What follows belongs to an exercise in optimizing a design on an open flow for small area; a production flow would make more cautious choices. Only simulation tests tie the RTL to the original design; equivalence was not proved.

==> flow/design.v (excerpt) <==
module lcz80 (
	m1_n, 
	mreq_n, 
	iorq_n, 
	rd_n, 
	wr_n, 
	rfsh_n, 
	halt_n, 
	busak_n, 
	A, 
	dout, 
	reset_n, 
	clk, 
	wait_n, 
	int_n, 
	nmi_n, 
	busrq_n, 
	di
);
Size in the first run: ~3,500 cells after synthesis, about 46 I/O pins, about 28,000 µm² of cells after synthesis.
export LEC_CHECK = 0
export CAP_MARGIN = 35
export CORE_MARGIN = 2
export CORE_UTILIZATION = 45
export GPL_TIMING_DRIVEN = 0
export SETUP_SLACK_MARGIN = 0.6
export SLEW_MARGIN = 35
create_clock -name core_clock -period 11.0 [get_ports {clk}]
standard.sh (not shown) runs the stock make flow with config.mk's settings and CLKGATE_MAP_FILE= SYNTH_SCRIPT=/design/flow/synth_recipe.tcl, a recipe that flattens the netlist after the stock synthesis.
==> flow/flow/run.sh <==
#!/bin/bash
# Own layout flow: the standard flow (standard.sh) unchanged except that
#  - the combinational logic is mapped with an area-oriented ABC script (flow/area.abc)
#    instead of ORFS's speed script; every other synthesis step, and so every register,
#    is the standard synthesis's;
#  - half/full adders are left to ABC (no ADDER_MAP_FILE cell mapping);
#  - ports are buffered with buf_1 cells (BUFFER_PORTS_ARGS);
#  - CTS runs without dummy loads, with larger sink clusters (CTS_ARGS replaces
#    the CTS settings of config.mk).
set -euo pipefail
W=$(pwd)
F=$W/flow
sed "s|log_cmd abc {\*}\$abc_args|log_cmd abc -script $F/area.abc {*}[lrange \$abc_args 2 end]|" \
  "$FLOW_HOME/scripts/synth.tcl" > "$W/area_synth_orfs.tcl"
grep -q "$F/area.abc" "$W/area_synth_orfs.tcl"
sed "s|\$::env(SCRIPTS_DIR)/synth.tcl|$W/area_synth_orfs.tcl|" "$W/synth_recipe.tcl" > "$W/area_synth.tcl"
grep -q "$W/area_synth_orfs.tcl" "$W/area_synth.tcl"
sed "s|SYNTH_SCRIPT=$W/synth_recipe.tcl|SYNTH_SCRIPT=$W/area_synth.tcl|" "$W/standard.sh" > "$W/area_standard.sh"
grep -q "SYNTH_SCRIPT=$W/area_synth.tcl" "$W/area_standard.sh"
export ADDER_MAP_FILE=
export BUFFER_PORTS_ARGS="-inputs -outputs -buffer_cell sky130_fd_sc_hd__buf_1"
export CTS_ARGS="-sink_clustering_enable -repair_clock_nets -dont_use_dummy_load -sink_clustering_size 20 -sink_clustering_max_diameter 60 -buf_list sky130_fd_sc_hd__clkbuf_16"
bash "$W/area_standard.sh" > "$W/flow.log" 2>&1
==> flow/flow/area.abc <==
strash
&get -n
&st
&synch2
&dch -f
&nf -R 1000
&st
&synch2
&dch -f
&nf -R 1000
&st
&synch2
&dch -f
&nf -R 1000
&st
&synch2
&dch -f
&nf -R 1000
&st
&synch2
&dch -f
&nf -R 1000
&put
The first run ran to the end with no violations.
==> next run, changes <==
--- a/flow/flow/run.sh
+++ b/flow/flow/run.sh
@@ -6,3 +6,2 @@
 #  - half/full adders are left to ABC (no ADDER_MAP_FILE cell mapping);
-#  - ports are buffered with buf_1 cells (BUFFER_PORTS_ARGS);
 #  - CTS runs without dummy loads, with larger sink clusters (CTS_ARGS replaces
@@ -20,3 +19,2 @@
 export ADDER_MAP_FILE=
-export BUFFER_PORTS_ARGS="-inputs -outputs -buffer_cell sky130_fd_sc_hd__buf_1"
 export CTS_ARGS="-sink_clustering_enable -repair_clock_nets -dont_use_dummy_load -sink_clustering_size 20 -sink_clustering_max_diameter 60 -buf_list sky130_fd_sc_hd__clkbuf_16"
==> flow/flow/area.abc (replaced) <==
strash
&get -n
&st
&synch2
&dc2
&dch -f
&nf -R 1000
&st
&synch2
&dc2
&dch -f
&nf -R 1000
&st
&synch2
&dc2
&dch -f
&nf -R 1000
&st
&synch2
&dc2
&dch -f
&nf -R 1000
&st
&synch2
&dc2
&dch -f
&nf -R 1000
&st
&dch -f
&nf -R 2000 -E 10
&put
What happened:
- worst setup slack improved by 220 ps
- synthesized area shrinks by 2.4%
- hold slack improved by 5.0 ps
- core utilization grows by 0.51 points
- routed wire length shrinks by 2.8%


Setup of run 1:
Starting RTL as in the previous note.
export LEC_CHECK = 0
export CAP_MARGIN = 35
export CORE_MARGIN = 2
export CORE_UTILIZATION = 45
export GPL_TIMING_DRIVEN = 0
export SETUP_SLACK_MARGIN = 0.6
export SLEW_MARGIN = 35
create_clock -name core_clock -period 11.0 [get_ports {clk}]
==> flow/flow/run.sh <==
#!/bin/bash
# Own layout flow: the standard flow (standard.sh) unchanged except that
#  - the combinational logic is mapped with an area-oriented ABC script (flow/area.abc)
#    instead of ORFS's speed script; every other synthesis step, and so every register,
#    is the standard synthesis's;
#  - half/full adders are left to ABC (no ADDER_MAP_FILE cell mapping);
#  - CTS runs without dummy loads, with larger sink clusters (CTS_ARGS replaces
#    the CTS settings of config.mk).
set -euo pipefail
W=$(pwd)
F=$W/flow
sed "s|log_cmd abc {\*}\$abc_args|log_cmd abc -script $F/area.abc {*}[lrange \$abc_args 2 end]|" \
  "$FLOW_HOME/scripts/synth.tcl" > "$W/area_synth_orfs.tcl"
grep -q "$F/area.abc" "$W/area_synth_orfs.tcl"
sed "s|\$::env(SCRIPTS_DIR)/synth.tcl|$W/area_synth_orfs.tcl|" "$W/synth_recipe.tcl" > "$W/area_synth.tcl"
grep -q "$W/area_synth_orfs.tcl" "$W/area_synth.tcl"
sed "s|SYNTH_SCRIPT=$W/synth_recipe.tcl|SYNTH_SCRIPT=$W/area_synth.tcl|" "$W/standard.sh" > "$W/area_standard.sh"
grep -q "SYNTH_SCRIPT=$W/area_synth.tcl" "$W/area_standard.sh"
export ADDER_MAP_FILE=
export CTS_ARGS="-sink_clustering_enable -repair_clock_nets -dont_use_dummy_load -sink_clustering_size 25 -sink_clustering_max_diameter 80 -buf_list sky130_fd_sc_hd__clkbuf_16"
bash "$W/area_standard.sh" > "$W/flow.log" 2>&1
==> flow/flow/area.abc <==
strash
&get -n
&st
&synch2
&dc2
&dch -f
&nf -R 1000
&st
&synch2
&dc2
&dch -f
&nf -R 1000
&st
&synch2
&dc2
&dch -f
&nf -R 1000
&st
&synch2
&dc2
&dch -f
&nf -R 1000
&st
&synch2
&dc2
&dch -f
&nf -R 1000
&st
&dch -f
&nf -R 2000 -E 10
&put
Run 1 reached the final stage; the timing, DRC and antenna checks on its layout passed.
The inputs of run 2 differ from those of run 1 as listed below.
--- a/flow/config.mk
+++ b/flow/config.mk
@@ -8 +8 @@
-export CAP_MARGIN = 35
+export CAP_MARGIN = 25
@@ -13 +13 @@
-export SLEW_MARGIN = 35
+export SLEW_MARGIN = 25
Findings:
Having completed the whole flow, run 2 delivered a layout that passed the timing, DRC and antenna checks.
Between run 2 and run 1, it is run 2 whose worst slack after detailed placement is lower, by 0.54 ns.
Compared with run 1, run 2 shows post-layout instance area that has gone down slightly.
Min hold slack across run 2 and run 1: run 1
Register-to-register slack | run 2 above run 1
On final layout net count, run 2 and run 1 are neck and neck.
Maximum frequency (higher): run 2
### run 2 -> run 3
--- a/flow/flow/run.sh
+++ b/flow/flow/run.sh
@@ -20 +20 @@
-export CTS_ARGS="-sink_clustering_enable -repair_clock_nets -dont_use_dummy_load -sink_clustering_size 25 -sink_clustering_max_diameter 80 -buf_list sky130_fd_sc_hd__clkbuf_16"
+export CTS_ARGS="-sink_clustering_enable -repair_clock_nets -dont_use_dummy_load -sink_clustering_size 30 -sink_clustering_max_diameter 100 -buf_list sky130_fd_sc_hd__clkbuf_16"
--- a/flow/flow/area.abc
+++ b/flow/flow/area.abc
@@ -5 +4,0 @@
-&dc2
@@ -10 +8,0 @@
-&dc2
@@ -15 +12,0 @@
-&dc2
@@ -20 +16,0 @@
-&dc2
@@ -25 +20,0 @@
-&dc2
@@ -28,3 +22,0 @@
-&st
-&dch -f
-&nf -R 2000 -E 10
--- a/flow/config.mk
+++ b/flow/config.mk
@@ -8 +8 @@
-export CAP_MARGIN = 25
+export CAP_MARGIN = 35
@@ -13 +13 @@
-export SLEW_MARGIN = 25
+export SLEW_MARGIN = 35
Results
- Run 2 was smaller in final cell area than run 3.
- Count of mapped cells out of synthesis | run 3 above run 2
- Comparing run 3 and run 2, critical path depth is lower on run 3.
- In run 3, the netlist area before placement came out 2.5% above the value in run 2.
- Re routing usage on met2: run 3 is 1.4 points up on run 2.
- Slowest stage cell on the critical path = sky130_fd_sc_hd__dfrtp_1: run 2; slowest stage cell on the critical path = sky130_fd_sc_hd__dfrtp_2: run 3
### run 3 -> run 4
--- a/flow/flow/run.sh
+++ b/flow/flow/run.sh
@@ -20 +20 @@
-export CTS_ARGS="-sink_clustering_enable -repair_clock_nets -dont_use_dummy_load -sink_clustering_size 30 -sink_clustering_max_diameter 100 -buf_list sky130_fd_sc_hd__clkbuf_16"
+export CTS_ARGS="-sink_clustering_enable -repair_clock_nets -dont_use_dummy_load -sink_clustering_size 25 -sink_clustering_max_diameter 80 -buf_list sky130_fd_sc_hd__clkbuf_16"
--- a/flow/flow/area.abc
+++ b/flow/flow/area.abc
@@ -4,0 +5 @@
+&dc2
@@ -8,0 +10 @@
+&dc2
@@ -12,0 +15 @@
+&dc2
@@ -16,0 +20 @@
+&dc2
@@ -20,0 +25 @@
+&dc2
@@ -22,0 +28,3 @@
+&st
+&dch -f
+&nf -R 2000 -E 10
--- a/flow/config.mk
+++ b/flow/config.mk
@@ -8 +8 @@
-export CAP_MARGIN = 35
+export CAP_MARGIN = 20
@@ -13 +13 @@
-export SLEW_MARGIN = 35
+export SLEW_MARGIN = 20
### Flow results
- Sort run 3 and run 4 by summed instance area of the synthesized netlist asc -> top: run 4
- Die area | run 4 < run 3
- Lower multi-input combinational cell count goes to run 4 over run 3.
- Against run 3, run 4 reports a core region area that is lower.
- The run showing the smaller number of fill cells is run 4.
- Compared with run 3, run 4 shows a higher sequential share of layout area.
- Run 4 vs. run 3: total routed wirelength went down by 2.9%.

-- separate check: timing with driven ports --
In the flow no input, the clock included, has a driving cell. The finished layouts below were timed again as built, in two steps. Step 1 sets driving cells, clkbuf_16 on the clock port and buf_2 on the other inputs (assumed; they add their load-dependent delay and slew). Step 2 also shifts input and output timing later by t, the mid clock arrival at the registers, as if the neighbouring blocks saw the same clock. a / b / c = ideal / step 1 / step 2; a / b = the first two.
run | shift t [ns] | setup WS [ns] | hold slack, ns | clock arrival spread, ns
the first run of note 1 | 0.634 | 0.477 / 0.478 / 0.478 | 0.460 / 0.460 / 0.460 | 0.080 / 0.080
the second run of note 1 | 0.622 | 0.695 / 0.695 / 0.695 | 0.465 / 0.465 / 0.465 | 0.087 / 0.086
run 1 | 0.645 | 0.544 / 0.544 / 0.544 | 0.464 / 0.464 / 0.464 | 0.069 / 0.069
run 2 | 0.642 | 0.730 / 0.730 / 0.730 | 0.490 / 0.490 / 0.490 | 0.067 / 0.066
run 3 | 0.641 | 0.585 / 0.585 / 0.585 | 0.485 / 0.485 / 0.485 | 0.162 / 0.162
run 4 | 0.643 | 0.773 / 0.773 / 0.773 | 0.494 / 0.494 / 0.494 | 0.060 / 0.061
After both steps every run listed still meets setup and hold.
